Background: an optimization exercise with open tools, aiming at small area, a short achievable clock period and few clock cycles per item. Do not read the settings as production practice. Power figures rest on the tool's default switching activity, not on a simulated workload.

==> flow/design.v <==
module JAM (
input CLK,
input RST,
output reg [2:0] W,
output reg [2:0] J,
input [6:0] Cost,
output [3:0] MatchCount,
output reg [9:0] MinCost,
output reg Valid );
localparam K_NONE = 3'd0, K_CR = 3'd1, K_INIT = 3'd2, K_H = 3'd3, K_SCAN = 3'd4, K_EXT = 3'd5;
localparam S_CR = 0, S_WCR = 1, S_INIT = 2, S_WROW = 3, S_HB = 4, S_SCAN = 5,
           S_EXT = 6, S_WEXT = 7, S_RY = 8, S_RYW = 9, S_RYW2 = 10, S_DONE = 11;
function [3:0] mul16;
    input [3:0] a, b;
    reg [7:0] t;
    begin
        t = a * b;
        mul16 = t[3:0];
    end
endfunction
function [7:0] lowbit;
    input [7:0] x;
    integer m;
    reg seen;
    begin
        seen = 1'b0;
        for (m = 0; m < 8; m = m + 1) begin
            lowbit[m] = x[m] & ~seen;
            seen = seen | x[m];
        end
    end
endfunction
function [2:0] low3;
    input [7:0] x;
    integer m;
    begin
        low3 = 3'd0;
        for (m = 7; m >= 0; m = m - 1)
            if (x[m]) low3 = m;
    end
endfunction
reg [11:0] st;
reg [2:0] ak;           
reg       afirst, alast;
reg [7:0] off;          
reg [9:0] corr;         
reg       fsc;          
reg [2:0] bk;           
reg       ev;           
reg       accf, dfd;    
reg [7:0] rowasg;       
reg       aug_on;
reg       s1v;
reg [7:0] vo;           
reg [2:0] bi, bj;
reg       bfirst, blast;
reg [8:0] cs;           
reg [7:0] dA, dB;       
reg [7:0] v [0:7];      
reg [7:0] d [0:7];      
reg [2:0] prow [0:7];   
reg [7:0] pval;         
reg [2:0] way [0:7];    
reg [7:0] wset;         
reg [7:0] ready;
reg [7:0] rv; reg rtb; reg [2:0] rj; reg [7:0] rmask; reg [3:0] rcnt;
reg [7:0] mu; reg [2:0] jst; reg jst_m;
reg [2:0] cbj;           
reg       fresh;        
reg [2:0] row_cur, aug_row, aug_j;
reg [7:0] pend;
reg [7:0] Fm;           
reg [3:0] rs [0:7];     
reg [7:0] Gp, Xg, B, cr, cu;
reg       fin, par;
reg [3:0] racc;
assign MatchCount = racc + (s2v ? tsum : 4'd0);
wire is_cr = bk == K_CR, is_init = bk == K_INIT, is_scan = bk == K_SCAN, is_ext = bk == K_EXT;
wire       ctb = is_cr ? (rowasg[bi] || (accf && !rtb && rj == bi)) : is_ext ? 1'b0 : pval[bj];
wire       lt = cs < {1'b0, dB};
wire       k1 = {cs, ctb} < {1'b0, rv, rtb};
wire       k2 = {dB, ctb} < {rv, rtb};
wire       take = bfirst || (is_scan && !lt ? k2 : k1);
wire [7:0] cv = is_scan && !lt ? dB : cs[7:0];
wire [7:0] fv = take ? cv : rv;
wire       ftb = take ? ctb : rtb;
wire [2:0] cidx = is_cr ? bi : bj;
wire [2:0] fidx = take ? cidx : rj;
wire [7:0] ohj = 8'd1 << bj;
wire       ceq = cs[7:0] == rv;
wire [7:0] fmask = (bfirst || k1) ? ohj : ceq ? (rmask | ohj) : rmask;
wire [3:0] fcnt = (bfirst || k1) ? 4'd1 : ceq ? rcnt + 4'd1 : rcnt;
wire       decide = ev && st[S_WROW];
wire       dec_free = decide && !jst_m;
wire       dec_exp = decide && jst_m;
wire       start_next = (ev && st[S_WCR]) || dec_free;
wire [7:0] rowasg_f = rowasg | ((accf && !rtb) ? (8'd1 << rj) : 8'd0);
wire       any_todo = ~rowasg_f != 8'd0;
reg  [2:0] next_row;
integer k;
always @* begin
    next_row = 3'd0;
    for (k = 7; k >= 0; k = k - 1)
        if (!rowasg_f[k]) next_row = k;
end
reg  [7:0] vv, dv;
always @* begin
    vv = 8'd0; dv = 8'd0;
    for (k = 0; k < 8; k = k + 1) begin
        vv = vv | (v[k] & {8{vo[k]}});
        dv = dv | (d[k] & {8{vo[k]}});
    end
end
wire [9:0] vx = {{2{vv[7]}}, vv};
wire       rdy = (ready & vo) != 8'd0;
wire [9:0] cnew = rdy ? -{2'b00, mu} : (st[S_WROW] && jst_m) ? {2'b00, mu} : 10'd0;
wire [9:0] ceff = fsc ? {cs[8], cs} : corr;
wire [7:0] pend_n = pend & ~vo;
wire       slast = pend_n == 8'd0;
wire [7:0] pend_0 = ~ready & ~vo;    
wire [2:0] vo_e = {vo[4] | vo[5] | vo[6] | vo[7], vo[2] | vo[3] | vo[6] | vo[7], vo[1] | vo[3] | vo[5] | vo[7]};
wire [7:0] vo_r = {vo[6:0], vo[7]};
wire [7:0] Gc = ~Fm;
wire [7:0] u0c = lowbit(Gc);
wire [7:0] G1 = Gc & ~u0c;
wire [7:0] Bn = (B - Gp) & Gp;
reg  [7:0] tcol;        
always @* begin
    for (k = 0; k < 8; k = k + 1)
        tcol[k] = (d[k] & cr) != 8'd0;
end
wire       cin = (Xg & cr) != 8'd0;    
reg [15:0] pp0, pp1;
reg       pv1, par1;
reg [3:0] ra [0:7];
reg [3:0] rb [0:7];
always @* begin
    for (k = 0; k < 8; k = k + 1) begin
        ra[k] = rs[k];
        rb[k] = rs[k] - {3'b000, cu[k]};
    end
end
always @(posedge CLK) begin
    pp0 <= {mul16(ra[0], ra[1]), mul16(ra[2], ra[3]), mul16(ra[4], ra[5]), mul16(ra[6], ra[7])};
    pp1 <= {mul16(rb[0], rb[1]), mul16(rb[2], rb[3]), mul16(rb[4], rb[5]), mul16(rb[6], rb[7])};
end
wire [3:0] prod0 = mul16(mul16(pp0[15:12], pp0[11:8]), mul16(pp0[7:4], pp0[3:0]));
wire [3:0] prod1 = mul16(mul16(pp1[15:12], pp1[11:8]), mul16(pp1[7:4], pp1[3:0]));
reg  [3:0] q0, q1;
reg        par2, s2v;
always @(posedge CLK) begin
    q0 <= prod0; q1 <= pv1 ? prod1 : 4'd0; par2 <= par1;
end
wire [3:0] tsum = par2 ? q1 - q0 : q0 - q1;
always @(posedge CLK or posedge RST) begin
    if (RST) begin
        st <= 12'd1 << S_CR; W <= 3'd0; J <= 3'd0; ak <= K_CR; afirst <= 1'b1; alast <= 1'b0;
        off <= 8'd0; corr <= 10'd0; bk <= K_NONE; ev <= 1'b0; accf <= 1'b0; dfd <= 1'b0;
        rowasg <= 8'd0; aug_on <= 1'b0; s1v <= 1'b0; s2v <= 1'b0; Valid <= 1'b0; MinCost <= 10'd0; vo <= 8'd1;
    end else begin
        bk <= ak;
        ev <= blast && ((is_cr && bj == 3'd7) || is_init || is_scan || (is_ext && bi == 3'd7));
        if (blast && (is_init || is_scan)) vo <= ftb ? (8'd1 << fidx) : 8'd1;
        accf <= blast && is_cr;
        dfd <= dec_free;
        if (accf || dfd) MinCost <= MinCost + {2'b00, rv};
        if (accf && !rtb) rowasg[rj] <= 1'b1;
        if (dec_free) aug_on <= 1'b1;
        else if (aug_on) aug_on <= wset[aug_j];
        s1v <= st[S_RY];
        s2v <= s1v;
        off <= vv; corr <= cnew;
            if (st[S_CR]) begin
                if (W == 3'd7 && J == 3'd7) begin
                    st <= 12'd1 << S_WCR; ak <= K_NONE;
                end else begin
                    W <= W + 3'd1; if (W == 3'd7) J <= J + 3'd1;
                    ak <= K_CR; afirst <= W == 3'd7; alast <= W == 3'd6;
                end
                off <= 8'd0; corr <= 10'd0;
            end
            if (st[S_INIT]) begin
                J <= vo_e; vo <= vo_r;
                ak <= K_INIT; afirst <= 1'b0; alast <= vo[7];
                if (vo[7]) st <= 12'd1 << S_WROW;
            end
            if (st[S_SCAN]) begin
                J <= vo_e; vo <= slast ? 8'd1 : lowbit(pend_n);
                ak <= K_SCAN; afirst <= ak == K_H; alast <= slast;
                corr <= ceff;
                if (slast) st <= 12'd1 << S_WROW;
            end
            if (st[S_EXT]) begin
                if (W == 3'd7 && J == 3'd7) begin
                    st <= 12'd1 << S_WEXT; ak <= K_NONE;
                end else begin
                    J <= vo_e; vo <= vo_r; if (J == 3'd7) W <= W + 3'd1;
                    ak <= K_EXT; afirst <= J == 3'd7; alast <= J == 3'd6;
                end
            end
            if (st[S_WCR] || st[S_WROW]) begin
                ak <= K_NONE;
                if (dec_exp) begin
                    W <= prow[jst]; J <= jst; ak <= K_H; afirst <= 1'b0; alast <= 1'b0;
                    vo <= lowbit(pend_0); st <= 12'd1 << S_SCAN;
                end
            end
            if (st[S_WEXT]) begin
                ak <= K_NONE;
                if (ev) st <= 12'd1 << S_RY;
            end
            if (st[S_RY]) if (fin) st <= 12'd1 << S_RYW;
            if (st[S_RYW]) begin Valid <= 1'b1; st <= 12'd1 << S_DONE; end
        if (start_next) begin
            J <= 3'd0; vo <= 8'd2; afirst <= 1'b1; alast <= 1'b0;
            if (any_todo) begin
                rowasg[next_row] <= 1'b1; W <= next_row; ak <= K_INIT; st <= 12'd1 << S_INIT;
            end else begin
                W <= 3'd0; ak <= K_EXT; st <= 12'd1 << S_EXT;
            end
        end
    end
end
always @(posedge CLK) begin
    dA <= dv;
    cs <= {3'b000, Cost} - {{2{off[7]}}, off} - ceff;
    fsc <= st[S_SCAN] && ak == K_H;
    dB <= dA;
    bi <= W; bj <= J; bfirst <= afirst; blast <= alast;
    if (ak == K_INIT || ak == K_EXT || ak == K_H) v[J] <= off + corr[7:0];
    if (is_cr || is_init || is_scan || is_ext) begin
        rv <= fv; rtb <= ftb; rj <= fidx; rmask <= fmask; rcnt <= fcnt;
    end
    if (is_init) d[bj] <= cs[7:0];
    if (is_scan && lt) begin
        d[bj] <= cs[7:0]; way[bj] <= jst; wset[bj] <= 1'b1;
    end
    if (blast && (is_init || is_scan)) begin
        mu <= fv; jst <= fidx; jst_m <= ftb;
    end
    if (blast && is_cr) cbj <= bj;
    if (accf) begin
        v[cbj] <= rv; prow[cbj] <= rj; pval[cbj] <= ~rtb;
    end
    if (blast && is_ext) begin
        d[bi] <= fmask; rs[bi] <= fcnt;
        if (fcnt == 4'd1) Fm <= Fm | fmask;
    end
    if (st[S_CR]) begin
        ready <= 8'd0; Fm <= 8'd0;
    end
    if ((st[S_INIT] || st[S_EXT]) && vo[7]) ready <= 8'd0;
    if (decide) fresh <= 1'b0;
    if (decide && fresh) wset <= 8'd0;
    if (dec_exp) begin
        ready[jst] <= 1'b1;
        pend <= pend_0;
    end
    if (st[S_SCAN]) pend <= pend_n;
    if (start_next) begin
        fresh <= 1'b1;
        if (any_todo) row_cur <= next_row;
    end
    if (dec_free) begin
        pval[jst] <= 1'b1; aug_j <= jst; aug_row <= row_cur;
    end else if (aug_on) begin
        prow[aug_j] <= wset[aug_j] ? prow[way[aug_j]] : aug_row;
        aug_j <= way[aug_j];
    end
    if (st[S_WEXT]) begin
        Gp <= G1; Xg <= G1; B <= lowbit(G1); cr <= lowbit(G1); fin <= G1 == 8'd0;
        for (k = 0; k < 8; k = k + 1) cu[k] <= (d[k] & u0c) != 8'd0;
        pv1 <= u0c != 8'd0; par <= 1'b0; racc <= 4'd0;
    end
    if (st[S_RY]) begin
        par1 <= par;
        if (!fin) begin
            for (k = 0; k < 8; k = k + 1)
                if (tcol[k]) rs[k] <= rs[k] + {cin, cin, cin, 1'b1};
            Xg <= Xg ^ cr; par <= !par;
            B <= Bn; cr <= lowbit(Bn); fin <= Bn == 8'd0;
        end
    end
    if (s2v) racc <= racc + tsum;
end
endmodule
clock: 5.0 ns
lec_check: 0
cap_margin: 20
core_margin: 2
core_utilization: 60
setup_slack_margin: 2.0
slew_margin: 20
run.sh (not shown) runs the stock make flow with config.mk's settings and CLKGATE_MAP_FILE= SYNTH_SCRIPT=/design/flow/synth_recipe.tcl, a recipe that flattens the netlist after the stock synthesis.
Edit:
--- a/flow/design.v
+++ b/flow/design.v
@@ -43,6 +43,6 @@
 reg [2:0] ak;           
 reg       afirst, alast;
-reg [7:0] off;          
-reg [9:0] corr;         
+reg [9:0] off;          
+reg [8:0] hm;           
 reg       fsc;          
 reg [2:0] bk;           
@@ -75,5 +75,5 @@
 reg       fin, par;
 reg [3:0] racc;
-assign MatchCount = racc + (s2v ? tsum : 4'd0);
+assign MatchCount = racc;
 wire is_cr = bk == K_CR, is_init = bk == K_INIT, is_scan = bk == K_SCAN, is_ext = bk == K_EXT;
 wire       ctb = is_cr ? (rowasg[bi] || (accf && !rtb && rj == bi)) : is_ext ? 1'b0 : pval[bj];
@@ -114,6 +114,9 @@
 wire [9:0] vx = {{2{vv[7]}}, vv};
 wire       rdy = (ready & vo) != 8'd0;
-wire [9:0] cnew = rdy ? -{2'b00, mu} : (st[S_WROW] && jst_m) ? {2'b00, mu} : 10'd0;
-wire [9:0] ceff = fsc ? {cs[8], cs} : corr;
+wire [9:0] madd = rdy ? -{2'b00, mu} : (st[S_WROW] && jst_m) ? {2'b00, mu} : 10'd0;
+wire [9:0] off_ie = vx + madd;
+wire [9:0] sa = fsc ? off : vx;
+wire [8:0] sb = fsc ? cs : hm;
+wire [9:0] off_sc = sa + {sb[8], sb};
 wire [7:0] pend_n = pend & ~vo;
 wire       slast = pend_n == 8'd0;
@@ -156,5 +159,5 @@
     if (RST) begin
         st <= 12'd1 << S_CR; W <= 3'd0; J <= 3'd0; ak <= K_CR; afirst <= 1'b1; alast <= 1'b0;
-        off <= 8'd0; corr <= 10'd0; bk <= K_NONE; ev <= 1'b0; accf <= 1'b0; dfd <= 1'b0;
+        off <= 10'd0; bk <= K_NONE; ev <= 1'b0; accf <= 1'b0; dfd <= 1'b0;
         rowasg <= 8'd0; aug_on <= 1'b0; s1v <= 1'b0; s2v <= 1'b0; Valid <= 1'b0; MinCost <= 10'd0; vo <= 8'd1;
     end else begin
@@ -170,5 +173,5 @@
         s1v <= st[S_RY];
         s2v <= s1v;
-        off <= vv; corr <= cnew;
+        off <= off_ie;
             if (st[S_CR]) begin
                 if (W == 3'd7 && J == 3'd7) begin
@@ -178,5 +181,5 @@
                     ak <= K_CR; afirst <= W == 3'd7; alast <= W == 3'd6;
                 end
-                off <= 8'd0; corr <= 10'd0;
+                off <= 10'd0;
             end
             if (st[S_INIT]) begin
@@ -185,8 +188,11 @@
                 if (vo[7]) st <= 12'd1 << S_WROW;
             end
+            if (st[S_HB]) begin
+                ak <= K_NONE; st <= 12'd1 << S_SCAN;
+            end
             if (st[S_SCAN]) begin
                 J <= vo_e; vo <= slast ? 8'd1 : lowbit(pend_n);
-                ak <= K_SCAN; afirst <= ak == K_H; alast <= slast;
-                corr <= ceff;
+                ak <= K_SCAN; afirst <= fsc; alast <= slast;
+                off <= off_sc;
                 if (slast) st <= 12'd1 << S_WROW;
             end
@@ -203,5 +209,5 @@
                 if (dec_exp) begin
                     W <= prow[jst]; J <= jst; ak <= K_H; afirst <= 1'b0; alast <= 1'b0;
-                    vo <= lowbit(pend_0); st <= 12'd1 << S_SCAN;
+                    vo <= lowbit(pend_0); st <= 12'd1 << S_HB;
                 end
             end
@@ -211,5 +217,6 @@
             end
             if (st[S_RY]) if (fin) st <= 12'd1 << S_RYW;
-            if (st[S_RYW]) begin Valid <= 1'b1; st <= 12'd1 << S_DONE; end
+            if (st[S_RYW]) st <= 12'd1 << S_RYW2;
+            if (st[S_RYW2]) begin Valid <= 1'b1; st <= 12'd1 << S_DONE; end
         if (start_next) begin
             J <= 3'd0; vo <= 8'd2; afirst <= 1'b1; alast <= 1'b0;
@@ -224,9 +231,10 @@
 always @(posedge CLK) begin
     dA <= dv;
-    cs <= {3'b000, Cost} - {{2{off[7]}}, off} - ceff;
-    fsc <= st[S_SCAN] && ak == K_H;
+    cs <= {3'b000, Cost} - off;
+    if (fsc) hm <= cs;
+    fsc <= st[S_HB];
     dB <= dA;
     bi <= W; bj <= J; bfirst <= afirst; blast <= alast;
-    if (ak == K_INIT || ak == K_EXT || ak == K_H) v[J] <= off + corr[7:0];
+    if (ak == K_INIT || ak == K_EXT || ak == K_H) v[J] <= off[7:0];
     if (is_cr || is_init || is_scan || is_ext) begin
         rv <= fv; rtb <= ftb; rj <= fidx; rmask <= fmask; rcnt <= fcnt;
Outcome:
- The new run ran to the end with no violations
- worst setup slack is better by 0.73 ns
- global-route usage rises by 1.7 points
- combinational power is about the same
- via count goes up by about 5%
- first-iteration DRC count went up by about 23%
Function was not checked in any run of this note: the RTL went through the layout flow alone.

-- re-timing with driven ports --
The results above use ideal ports. As a check the final layouts listed here were re-extracted and re-timed, cells and wires unchanged.
Step 1 sets driving cells, clkbuf_16 on the clock port and buf_2 on the other inputs (assumed; they add their load-dependent delay and slew).
Step 2, shift: input delay + t, output delay - t, t = (earliest + latest rising clock arrival at the registers) / 2. This alone moves slack from input paths to output paths.
a / b / c = ideal / step 1 / step 2; a / b = the first two.
run | t (ns) | slack for setup (ns) | clock arrival spread, ns | worst register clock-pin slew, ns | worst data-port slew with drivers (ns)
the first run | 0.662 | 1.081 / 1.018 / 1.494 | 0.038 / 0.038 | 0.07 / 0.07 | 0.04
the second run | 0.665 | 1.807 / 1.807 / 1.684 | 0.029 / 0.029 | 0.07 / 0.07 | 0.04
After both steps setup and hold are still met in every run listed. The setup slack of the second run, which loses most, moves by 0.000 ns with the drivers and by -0.123 ns with both steps.
